What follows belongs to an exercise in optimizing a design on an open flow for small area, a short achievable clock period and few clock cycles per item; a production flow would make more cautious choices. For this run, only the layout was checked, not whether the RTL still works. Power and IR drop assume default switching activity.

==> design/flow/design.v <==
module ProcessingElement(
  input         clock,
  input         io_valid,     
  input  [7:0]  io_rewardIn_bits_reward,
  input  [10:0] io_rewardIn_bits_idx,
  output [10:0] io_agentIdx,
  input  [7:0]  io_price,
  output [7:0]  io_ben,       
  output [7:0]  io_diff,      
  output [7:0]  io_ndiff,     
  output        io_pos,       
  output        io_zero,      
  output [7:0]  io_reward,
  output [7:0]  io_id
);
  reg [7:0] s1_reward;
  reg [7:0] s1_idx;
  reg       s1_valid;
  always @(posedge clock) begin
    s1_reward <= io_rewardIn_bits_reward;
    s1_idx    <= io_rewardIn_bits_idx[7:0];
    s1_valid  <= io_valid;
  end
  assign io_agentIdx = {3'd0, io_rewardIn_bits_idx[7:0]};
  wire neg, eq;
  Sub8G sub (.r(s1_reward), .p(io_price), .d(io_diff), .nd(io_ndiff), .neg(neg), .eq(eq));
  assign io_pos  = s1_valid & ~neg;
  assign io_zero = ~io_pos | eq;
  assign io_ben  = io_diff & {8{io_pos}};
  assign io_reward = s1_reward;
  assign io_id     = s1_idx;
endmodule
module Sub8G(
  input  [7:0] r,
  input  [7:0] p,
  output [7:0] d,
  output [7:0] nd,
  output       neg,
  output       eq
);
  wire [7:0] nr, g0, t0, h;
  wire [7:0] ng1, nt1, g2, t2, ng3;
  genvar k;
  generate
    for (k = 0; k < 8; k = k + 1) begin : b
      GInv  inr (.a(r[k]), .y(nr[k]));
      GNor2  ug (.a(nr[k]), .b(p[k]), .y(g0[k]));
      GNand2 ut (.a(nr[k]), .b(p[k]), .y(t0[k]));
      GXnor2 uh (.a(r[k]), .b(p[k]), .y(h[k]));
    end
    GInv l1z (.a(t0[0]), .y(ng1[0]));
    assign nt1[0] = 1'b1;   
    for (k = 1; k < 8; k = k + 1) begin : l1
      if (k == 1) begin : c
        GAoi21 ug (.a1(t0[1]), .a2(t0[0]), .b1(g0[1]), .y(ng1[1]));
      end else begin : n
        GAoi21 ug (.a1(t0[k]), .a2(g0[k-1]), .b1(g0[k]), .y(ng1[k]));
      end
      GNand2 ut (.a(t0[k]), .b(t0[k-1]), .y(nt1[k]));
    end
    for (k = 0; k < 8; k = k + 1) begin : l2
      if (k < 2) begin : c
        GInv ug (.a(ng1[k]), .y(g2[k]));
        assign t2[k] = 1'b0;   
      end else begin : n
        GOai21 ug (.a1(nt1[k]), .a2(ng1[k-2]), .b1(ng1[k]), .y(g2[k]));
        if (k >= 4) begin : t
          GNor2 ut (.a(nt1[k]), .b(nt1[k-2]), .y(t2[k]));
        end else begin : nt
          assign t2[k] = 1'b0;   
        end
      end
    end
    for (k = 0; k < 8; k = k + 1) begin : l3
      if (k < 4) begin : c
        GInv ug (.a(g2[k]), .y(ng3[k]));
      end else begin : n
        GAoi21 ug (.a1(t2[k]), .a2(g2[k-4]), .b1(g2[k]), .y(ng3[k]));
      end
    end
  endgenerate
  GInv  d0 (.a(h[0]), .y(d[0]));
  generate
    for (k = 1; k < 8; k = k + 1) begin : s
      GXnor2 ux (.a(h[k]), .b(ng3[k-1]), .y(d[k]));
    end
    for (k = 0; k < 8; k = k + 1) begin : n
      GInv un (.a(d[k]), .y(nd[k]));
    end
  endgenerate
  assign neg = ng3[7];
  wire e0, e1, ne;
  GNand3 q0 (.a(h[0]), .b(h[1]), .c(h[2]), .y(e0));
  GNand3 q1 (.a(h[3]), .b(h[4]), .c(h[5]), .y(e1));
  wire e2;
  GNand2 q2 (.a(h[6]), .b(h[7]), .y(e2));
  GNor3  q3 (.a(e0), .b(e1), .c(e2), .y(eq));
endmodule
module Ge8G(
  input  [7:0] a,
  input  [7:0] nb,
  output       y
);
  wire [7:0] ng, nt;
  wire [3:0] g1, t1;
  wire nglo, nghi, nthi;
  genvar k;
  generate
    for (k = 0; k < 8; k = k + 1) begin : b
      if (k > 0) begin : g
        GNand2 ug (.a(a[k]), .b(nb[k]), .y(ng[k]));    
      end else begin : g0
        assign ng[k] = 1'b1;  
      end
      GNor2  ut (.a(a[k]), .b(nb[k]), .y(nt[k]));       
    end
    for (k = 0; k < 4; k = k + 1) begin : l1
      if (k == 0) begin : c
        GOai21 ug (.a1(nt[1]), .a2(nt[0]), .b1(ng[1]), .y(g1[0]));
        assign t1[0] = 1'b0;  
      end else begin : n
        GOai21 ug (.a1(nt[2*k+1]), .a2(ng[2*k]), .b1(ng[2*k+1]), .y(g1[k]));
        GNor2  ut (.a(nt[2*k+1]), .b(nt[2*k]), .y(t1[k]));
      end
    end
  endgenerate
  GAoi21 l2a (.a1(t1[1]), .a2(g1[0]), .b1(g1[1]), .y(nglo));
  GAoi21 l2b (.a1(t1[3]), .a2(g1[2]), .b1(g1[3]), .y(nghi));
  GNand2 l2c (.a(t1[3]), .b(t1[2]), .y(nthi));
  GOai21 l3  (.a1(nthi), .a2(nglo), .b1(nghi), .y(y));
endmodule
module GInv(input a, output y); assign y = ~a; endmodule
module GNand2(input a, input b, output y); assign y = ~(a & b); endmodule
module GNor2(input a, input b, output y); assign y = ~(a | b); endmodule
module GNand3(input a, input b, input c, output y); assign y = ~(a & b & c); endmodule
module GNor3(input a, input b, input c, output y); assign y = ~(a | b | c); endmodule
module GXor2(input a, input b, output y); assign y = a ^ b; endmodule
module GXnor2(input a, input b, output y); assign y = ~(a ^ b); endmodule
module GAoi21(input a1, input a2, input b1, output y); assign y = ~((a1 & a2) | b1); endmodule
module GOai21(input a1, input a2, input b1, output y); assign y = ~((a1 | a2) & b1); endmodule
module LaneCmp(
  input  [7:0] di,
  input        posi,
  input  [7:0] ndj,
  input        zeroj,
  output       ny
);
  wire ge;
  Ge8G c (.a(di), .nb(ndj), .y(ge));
  GAoi21 o (.a1(posi), .a2(ge), .b1(zeroj), .y(ny));
endmodule
module AccCmp(
  input  [7:0] a,
  input  [7:0] ndj,
  input        zeroj,
  input        part,
  output       ny
);
  wire ge;
  Ge8G c (.a(a), .nb(ndj), .y(ge));
  GOai21 o (.a1(zeroj), .a2(ge), .b1(part), .y(ny));
endmodule
module All9(input [8:0] nb, output y);
  assign y = &nb;
endmodule
module One9(input [8:0] nb, output y);
  wire [8:0] v = ~nb;
  wire n01 = ~(v[0] | v[1]), o01 = v[0] ^ v[1];
  wire n23 = ~(v[2] | v[3]), o23 = v[2] ^ v[3];
  wire n45 = ~(v[4] | v[5]), o45 = v[4] ^ v[5];
  wire n67 = ~(v[6] | v[7]), o67 = v[6] ^ v[7];
  wire n03 = n01 & n23, o03 = (o01 & n23) | (n01 & o23);
  wire n47 = n45 & n67, o47 = (o45 & n67) | (n45 & o67);
  wire n07 = n03 & n47, o07 = (o03 & n47) | (n03 & o47);
  assign y = (o07 & ~v[8]) | (n07 & v[8]);
endmodule
module Sel10(
  input  [79:0] v,
  input  [9:0]  s,
  output reg [7:0] y
);
  integer i;
  always @* begin
    y = 8'd0;
    for (i = 0; i < 10; i = i + 1)
      y = y | ({8{s[i]}} & v[8*i +: 8]);
  end
endmodule
module BidCalc(
  input  [7:0] best,
  input  [7:0] second,
  input  [7:0] reward,
  output [7:0] bid
);
  wire [7:0] y0 = reward - second;
  wire [7:0] y1 = (reward + 8'd1) - second;
  wire [7:0] y = (best == second) ? y1 : y0;
  assign bid = (best == 8'd0) ? 8'd0 : y;
endmodule
module SearchTask(
  input         clock,
  input         reset,
  input         io_inValid,
  input         io_inLast,
  output        io_inReady,
  output        io_fire,
  input  [63:0] io_ben,
  input  [63:0] io_diff,
  input  [63:0] io_ndiff,
  input  [7:0]  io_pos,
  input  [7:0]  io_zero,
  input  [63:0] io_reward,
  input  [63:0] io_id,
  input         io_resultOut_ready,
  output        io_resultOut_valid,
  output [10:0] io_resultOut_bits_winner,
  output [7:0]  io_resultOut_bits_bid
);
  reg       s_valid;    
  reg       s_last;     
  reg       act;        
  reg       done;       
  reg [7:0] accBest;
  reg [7:0] accSecond;
  reg [7:0] accId;
  reg [7:0] accReward;
  wire busy = (done & ~io_resultOut_ready) | (s_valid & s_last);
  assign io_inReady = ~busy;
  assign io_fire = io_inValid & ~busy;
  wire part = act | ~s_valid;
  wire [8:0] nb [0:7];
  wire [7:0] nga, ngs;
  genvar i, j;
  generate
    for (i = 0; i < 8; i = i + 1) begin : row
      for (j = i + 1; j < 8; j = j + 1) begin : col
        wire ny, y;
        LaneCmp c (.di(io_diff[8*i +: 8]), .posi(io_pos[i]), .ndj(io_ndiff[8*j +: 8]),
                   .zeroj(io_zero[j]), .ny(ny));
        GInv inv (.a(ny), .y(y));
        assign nb[j][i] = ny;       
        assign nb[i][j-1] = y;      
      end
      AccCmp ca (.a(accBest),   .ndj(io_ndiff[8*i +: 8]), .zeroj(io_zero[i]), .part(part), .ny(nga[i]));
      AccCmp cs (.a(accSecond), .ndj(io_ndiff[8*i +: 8]), .zeroj(io_zero[i]), .part(part), .ny(ngs[i]));
      assign nb[i][7] = ngs[i];
      assign nb[i][8] = nga[i];
    end
  endgenerate
  wire [7:0] wL, sL;
  wire       wA, sA, sS;
  generate
    for (i = 0; i < 8; i = i + 1) begin : rk
      All9 w (.nb(nb[i]), .y(wL[i]));
      One9 s (.nb(nb[i]), .y(sL[i]));
    end
  endgenerate
  All9 wa (.nb({1'b1, ~nga}), .y(wA));
  One9 sa (.nb({1'b1, ~nga}), .y(sA));
  All9 ss (.nb({1'b1, ~ngs}), .y(sS));
  wire [7:0] nBest, nSecond, nId, nReward;
  Sel10 mb (.v({io_ben, 8'd0, accBest}),        .s({wL, 1'b0, wA}), .y(nBest));
  Sel10 ms (.v({io_ben, accSecond, accBest}),   .s({sL, sS, sA}),   .y(nSecond));
  Sel10 mi (.v({io_id, 8'd0, accId}),           .s({wL, 1'b0, wA}), .y(nId));
  Sel10 mr (.v({io_reward, 8'd0, accReward}),   .s({wL, 1'b0, wA}), .y(nReward));
  always @(posedge clock) begin
    if (reset) begin
      s_valid <= 1'b0;
      act     <= 1'b0;
      done    <= 1'b0;
    end else begin
      s_valid <= io_fire;
      if (s_valid) begin
        act  <= ~s_last;
        done <= s_last;
      end else if (io_resultOut_ready) begin
        done <= 1'b0;
      end
    end
    s_last    <= io_inLast;
    accBest   <= nBest;
    accSecond <= nSecond;
    accId     <= nId;
    accReward <= nReward;
  end
  assign io_resultOut_valid       = done;
  assign io_resultOut_bits_winner = {3'd0, accId};
  BidCalc bc (.best(accBest), .second(accSecond), .reward(accReward), .bid(io_resultOut_bits_bid));
endmodule
module AuctionSearch(
  input         clock,
  input         reset,
  output        io_rewardIn_0_ready,
  input         io_rewardIn_0_valid,
  input  [7:0]  io_rewardIn_0_reward,
  input  [10:0] io_rewardIn_0_idx,
  input         io_rewardIn_0_last,
  output [10:0] io_agentIdx_0,
  input  [7:0]  io_price_0,
  output        io_rewardIn_1_ready,
  input         io_rewardIn_1_valid,
  input  [7:0]  io_rewardIn_1_reward,
  input  [10:0] io_rewardIn_1_idx,
  output [10:0] io_agentIdx_1,
  input  [7:0]  io_price_1,
  output        io_rewardIn_2_ready,
  input         io_rewardIn_2_valid,
  input  [7:0]  io_rewardIn_2_reward,
  input  [10:0] io_rewardIn_2_idx,
  output [10:0] io_agentIdx_2,
  input  [7:0]  io_price_2,
  output        io_rewardIn_3_ready,
  input         io_rewardIn_3_valid,
  input  [7:0]  io_rewardIn_3_reward,
  input  [10:0] io_rewardIn_3_idx,
  output [10:0] io_agentIdx_3,
  input  [7:0]  io_price_3,
  output        io_rewardIn_4_ready,
  input         io_rewardIn_4_valid,
  input  [7:0]  io_rewardIn_4_reward,
  input  [10:0] io_rewardIn_4_idx,
  output [10:0] io_agentIdx_4,
  input  [7:0]  io_price_4,
  output        io_rewardIn_5_ready,
  input         io_rewardIn_5_valid,
  input  [7:0]  io_rewardIn_5_reward,
  input  [10:0] io_rewardIn_5_idx,
  output [10:0] io_agentIdx_5,
  input  [7:0]  io_price_5,
  output        io_rewardIn_6_ready,
  input         io_rewardIn_6_valid,
  input  [7:0]  io_rewardIn_6_reward,
  input  [10:0] io_rewardIn_6_idx,
  output [10:0] io_agentIdx_6,
  input  [7:0]  io_price_6,
  output        io_rewardIn_7_ready,
  input         io_rewardIn_7_valid,
  input  [7:0]  io_rewardIn_7_reward,
  input  [10:0] io_rewardIn_7_idx,
  output [10:0] io_agentIdx_7,
  input  [7:0]  io_price_7,
  input         io_resultOut_ready,
  output        io_resultOut_valid,
  output [10:0] io_resultOut_winner,
  output [7:0]  io_resultOut_bid
);
  wire        ready;
  wire        fire;
  wire [63:0] ben, diff, ndiff, reward, id;
  wire [7:0]  pos, zero;
  assign io_rewardIn_0_ready = ready;
  assign io_rewardIn_1_ready = ready;
  assign io_rewardIn_2_ready = ready;
  assign io_rewardIn_3_ready = ready;
  assign io_rewardIn_4_ready = ready;
  assign io_rewardIn_5_ready = ready;
  assign io_rewardIn_6_ready = ready;
  assign io_rewardIn_7_ready = ready;
  ProcessingElement pes_0 (
    .clock(clock),
    .io_valid(io_rewardIn_0_valid & fire),
    .io_rewardIn_bits_reward(io_rewardIn_0_reward),
    .io_rewardIn_bits_idx(io_rewardIn_0_idx),
    .io_agentIdx(io_agentIdx_0),
    .io_price(io_price_0),
    .io_ben(ben[7:0]),
    .io_diff(diff[7:0]),
    .io_ndiff(ndiff[7:0]),
    .io_pos(pos[0]),
    .io_zero(zero[0]),
    .io_reward(reward[7:0]),
    .io_id(id[7:0])
  );
  ProcessingElement pes_1 (
    .clock(clock),
    .io_valid(io_rewardIn_1_valid & fire),
    .io_rewardIn_bits_reward(io_rewardIn_1_reward),
    .io_rewardIn_bits_idx(io_rewardIn_1_idx),
    .io_agentIdx(io_agentIdx_1),
    .io_price(io_price_1),
    .io_ben(ben[15:8]),
    .io_diff(diff[15:8]),
    .io_ndiff(ndiff[15:8]),
    .io_pos(pos[1]),
    .io_zero(zero[1]),
    .io_reward(reward[15:8]),
    .io_id(id[15:8])
  );
  ProcessingElement pes_2 (
    .clock(clock),
    .io_valid(io_rewardIn_2_valid & fire),
    .io_rewardIn_bits_reward(io_rewardIn_2_reward),
    .io_rewardIn_bits_idx(io_rewardIn_2_idx),
    .io_agentIdx(io_agentIdx_2),
    .io_price(io_price_2),
    .io_ben(ben[23:16]),
    .io_diff(diff[23:16]),
    .io_ndiff(ndiff[23:16]),
    .io_pos(pos[2]),
    .io_zero(zero[2]),
    .io_reward(reward[23:16]),
    .io_id(id[23:16])
  );
  ProcessingElement pes_3 (
    .clock(clock),
    .io_valid(io_rewardIn_3_valid & fire),
    .io_rewardIn_bits_reward(io_rewardIn_3_reward),
    .io_rewardIn_bits_idx(io_rewardIn_3_idx),
    .io_agentIdx(io_agentIdx_3),
    .io_price(io_price_3),
    .io_ben(ben[31:24]),
    .io_diff(diff[31:24]),
    .io_ndiff(ndiff[31:24]),
    .io_pos(pos[3]),
    .io_zero(zero[3]),
    .io_reward(reward[31:24]),
    .io_id(id[31:24])
  );
  ProcessingElement pes_4 (
    .clock(clock),
    .io_valid(io_rewardIn_4_valid & fire),
    .io_rewardIn_bits_reward(io_rewardIn_4_reward),
    .io_rewardIn_bits_idx(io_rewardIn_4_idx),
    .io_agentIdx(io_agentIdx_4),
    .io_price(io_price_4),
    .io_ben(ben[39:32]),
    .io_diff(diff[39:32]),
    .io_ndiff(ndiff[39:32]),
    .io_pos(pos[4]),
    .io_zero(zero[4]),
    .io_reward(reward[39:32]),
    .io_id(id[39:32])
  );
  ProcessingElement pes_5 (
    .clock(clock),
    .io_valid(io_rewardIn_5_valid & fire),
    .io_rewardIn_bits_reward(io_rewardIn_5_reward),
    .io_rewardIn_bits_idx(io_rewardIn_5_idx),
    .io_agentIdx(io_agentIdx_5),
    .io_price(io_price_5),
    .io_ben(ben[47:40]),
    .io_diff(diff[47:40]),
    .io_ndiff(ndiff[47:40]),
    .io_pos(pos[5]),
    .io_zero(zero[5]),
    .io_reward(reward[47:40]),
    .io_id(id[47:40])
  );
  ProcessingElement pes_6 (
    .clock(clock),
    .io_valid(io_rewardIn_6_valid & fire),
    .io_rewardIn_bits_reward(io_rewardIn_6_reward),
    .io_rewardIn_bits_idx(io_rewardIn_6_idx),
    .io_agentIdx(io_agentIdx_6),
    .io_price(io_price_6),
    .io_ben(ben[55:48]),
    .io_diff(diff[55:48]),
    .io_ndiff(ndiff[55:48]),
    .io_pos(pos[6]),
    .io_zero(zero[6]),
    .io_reward(reward[55:48]),
    .io_id(id[55:48])
  );
  ProcessingElement pes_7 (
    .clock(clock),
    .io_valid(io_rewardIn_7_valid & fire),
    .io_rewardIn_bits_reward(io_rewardIn_7_reward),
    .io_rewardIn_bits_idx(io_rewardIn_7_idx),
    .io_agentIdx(io_agentIdx_7),
    .io_price(io_price_7),
    .io_ben(ben[63:56]),
    .io_diff(diff[63:56]),
    .io_ndiff(ndiff[63:56]),
    .io_pos(pos[7]),
    .io_zero(zero[7]),
    .io_reward(reward[63:56]),
    .io_id(id[63:56])
  );
  SearchTask search (
    .clock(clock),
    .reset(reset),
    .io_inValid(io_rewardIn_0_valid),
    .io_inLast(io_rewardIn_0_last),
    .io_inReady(ready),
    .io_fire(fire),
    .io_ben(ben),
    .io_diff(diff),
    .io_ndiff(ndiff),
    .io_pos(pos),
    .io_zero(zero),
    .io_reward(reward),
    .io_id(id),
    .io_resultOut_ready(io_resultOut_ready),
    .io_resultOut_valid(io_resultOut_valid),
    .io_resultOut_bits_winner(io_resultOut_winner),
    .io_resultOut_bits_bid(io_resultOut_bid)
  );
endmodule
==> design/flow/run.sh <==
#!/bin/bash
# synth_recipe.tcl (not shown) runs the flow's synth.tcl, then flattens the netlist and writes it again
# the make line also repeats each setting of config.mk as NAME=value (left out here)
make -C /OpenROAD-flow-scripts/flow DESIGN_CONFIG=/design/flow/config.mk WORK_HOME=/design/flow/orfs CLKGATE_MAP_FILE= SYNTH_SCRIPT=/design/flow/synth_recipe.tcl finish
==> design/flow/config.mk <==
export PLATFORM = sky130hd
export DESIGN_NAME = AuctionSearch
export DESIGN_NICKNAME = AuctionSearch
export VERILOG_FILES = /design/flow/design.v
export SDC_FILE = /design/flow/constraint.sdc
export NUM_CORES = 4
export LEC_CHECK = 0
export CAP_MARGIN = 20
export CORE_MARGIN = 2
export CORE_UTILIZATION = 40
export PLACE_DENSITY = 0.6
export SLEW_MARGIN = 20
export SYNTH_HIERARCHICAL = 1
==> design/flow/constraint.sdc <==
create_clock -name core_clock -period 4.0 [get_ports {clock}]
set_input_delay 0.8000 -clock core_clock [delete_from_list [all_inputs] [get_ports {clock}]]
set_output_delay 0.8000 -clock core_clock [all_outputs]
set_load 0.01 [all_outputs]
==> impl_metrics.py <==
metrics = {
    "place": {
        "dp_hpwl_um": 68000,
        "portBuffers": 292,
        "dp_slack_ns": -1.01,
        "gp_congestion": 1.01,
    },
    "synth": {
        "syn-cell-area_um2": 18300,
        "synthCells": 2779,
        "yosys_warnings": 9,
        "syn_area_per_cell_um2": 6.59,
    },
    "min_path": {
        "min_path_type": "register to register",
        "min-delay-start": "pes_0.s1_idx[5]",
        "whs_endpoint": "search.accId[5]",
        "hold_depth": 2,
    },
    "pwr": {
        "leakagePower_nw": 12.6,
        "ir_drop_v": 0.000336,
        "p_total_mw": 10.0,
        "power_density_nw_per_um2": 357,
    },
    "sta": {
        "tightest_slew_ns": 0.881,
        "hold_violations": 0,
        "rsz0062_at_grt": "true",
        "finalSetupViolCount": 13,
        "setup_tns_ns": -0.463,
        "drv_slew": 0,
        "layout_min_cycle_time_ns": 4.10,
        "fin_ws_ns": -0.0965,
        "max-slew-margin-rel_pct": 41.0,
        "period_share_pct": 102,
        "max_freq_mhz": 244,
        "fin_skew_ns": 0.0133,
    },
    "global_routing": {
        "grtUsageMet3_pct": 4.56,
        "grt_overflow": 0,
        "grt_first_pass_wirelength_um": 125000,
        "grt_pass1_vias": 21400,
        "grt.busiest_layer": "met2",
        "gr-usage-met2_pct": 55.5,
        "track_usage_pct": 34.7,
        "grt_max_degree": 23,
        "antenna_found_initial": 1,
        "met1_usage_pct": 45.8,
    },
    "routing": {
        "wl_um": 85900,
        "drt_iter0_markers": 2321,
        "drc": 0,
        "ant_nets": 0,
        "wire_per_inst_um": 20.7,
        "dr.pass1.iters": 6,
        "via_count": 22600,
        "viasPerCell": 5.46,
    },
    "cts": {
        "clkSinkCount": 172,
        "clkLatencyLatePin_ns": 0.48,
        "tritoncts": "yes",
        "clockBufferDepth": 2,
        "numCtsBuffers": 17,
        "ctsHtreeMaxLevel": 4,
        "clkTransAtPathRegs_ns": 0.08,
        "cts_root_buf": "clkbuf_16",
    },
    "setup_path": {
        "cpPeakStageDelay_ns": 0.28,
        "cp_top_family": "buffers and inverters",
        "cp-start-kind": "primary input",
        "cpMostUsedCell": "buf_4",
        "critPathKind": "primary input to register",
        "worst-path-max-fanout": 9,
        "reg2reg_depth": 26,
        "worst_setup_path_end_kind": "register",
        "worstPathRequired_ns": 4.32,
        "r2r_slack_ns": -0.07,
        "cp_num_buf_inv": 12,
        "crit_slowest_cell": "a22o_1",
        "r2r-end": "search.accReward[1]",
        "r2r_start": "pes_5.s1_reward[1]",
        "arrival_ns": 4.42,
    },
    "final_layout": {
        "final_util_pct": 62.2,
        "diodes": 0,
        "drive_above_1_share_pct": 36.1,
        "fin_nets": 3815,
        "final_common_cell": "nor2_1",
        "mostFrequentLayoutCells": "476 x nor2_1, 452 x buf_4, 444 x nand2_1",
        "areaGrowthSynthToFinish_pct": 53.8,
    },
    "status": {
        "checkFailReasons": "setup timing",
        "status": "failed layout checks",
    },
    "floorplanning": {
        "start_util_pct": 40.5,
        "die-area_um2": 47500,
        "die_w_um": 218,
        "row_count": 78,
        "fp.dieH_um": 218,
        "core_region_area_um2": 45300,
        "boundaryPins": 344,
    },
    "flow_run": {
        "cap_violations": 0,
    },
}
## layer usage
layer | share of wire, % | wire length [um]
met5 | 0.0081 | 7
met1 | 42 | 36000
met2 | 45 | 38300
met4 | 5.8 | 5000
met3 | 7.8 | 6660
## where the power goes
group	internal (mW)	switching (mW)
combinational	2.64	3.69
sequential	1.82	0.102
clock	0.877	0.915
total	5.34	4.71
## area by class of cell
| cell class | count | area [um^2] |
|---|---|---|
| Timing Repair Buffer | 824 | 7440 |
| Inverter | 265 | 1010 |
| Multi-Input combinational cell | 2251 | 14900 |
| Clock buffer | 17 | 425 |
| Sequential cell | 172 | 3450 |
| Tap cell | 600 | 751 |
| Clock inverter | 15 | 223 |
| Fill cell | 4092 | 17100 |
## worst max path at each step
stage          cells past startpoint             endpoint                start
2_1_floorplan                     19  search.accSecond[7]        io_price_0[1]
6_report                          26  search.accReward[1]        io_price_5[0]
5_1_grt                           27    search.accBest[2]   pes_5.s1_reward[1]
3_5_place_dp                      24  search.accSecond[2]        io_price_5[2]
4_1_cts                           13  io_resultOut_bid[7]  search.accReward[1]
3_3_place_gp                      24  search.accSecond[2]        io_price_5[2]
## repair_timing
action,CTS,global route
pin swaps,86,140
hold buffers,0,0
resized for setup,235,355
setup endpoints to repair,35,37
buffers inserted,31,31
gates cloned,1,2
## through the flow
stage,instances,hold slack [ns],cell area (um^2)
finish,4144,0.453,28200
CTS,4115,0.461,26900
floorplan,2828,0.424,18700
global route,4144,0.477,28200
detailed placement,4052,0.443,25400
global placement,4052,0.433,25400
## worst register-to-register path: stages, from the launching register on
cell,delay [ns]
dfxtp_2,0.33
inv_2,0.08
nor2_4,0.05
a21oi_4,0.17
o21ai_4,0.09
buf_6,0.13
a21oi_4,0.14
xnor2_1,0.13
buf_4,0.18
clkinvlp_4,0.18
buf_12,0.20
nor2_4,0.15
o21ai_2,0.09
a21oi_2,0.11
o21ai_2,0.08
a21oi_2,0.19
inv_1,0.09
buf_4,0.13
buf_4,0.12
buf_4,0.12
buf_4,0.12
nand4_1,0.11
nor3_4,0.07
buf_12,0.15
a22o_1,0.29
a221oi_4,0.27
nand4_1,0.17

port drivers added, routing unchanged:
Ports are ideal in the flow. The routed layout listed here was re-timed in OpenROAD.
Step 1 (the two cells are an assumption about what drives the block):
set clk [get_ports {clock}]
set_driving_cell -lib_cell sky130_fd_sc_hd__clkbuf_16 $clk
set_driving_cell -lib_cell sky130_fd_sc_hd__buf_2 [delete_from_list [all_inputs] $clk]
Step 2 moves the port delays by t, midway between the first and last clock arrival at a register: inputs arrive t later, outputs are due t later. That takes back most of the time a late clock gives input paths.
Slacks: ideal / step 1 / step 2; pairs: ideal / step 1.
t, ns: 0.508
setup WS [ns]: -0.097 / -0.089 / -0.596
worst setup path after step 2: input to register
For this run, drivers alone change the setup slack by +0.008 ns; drivers and shift together by -0.499 ns.
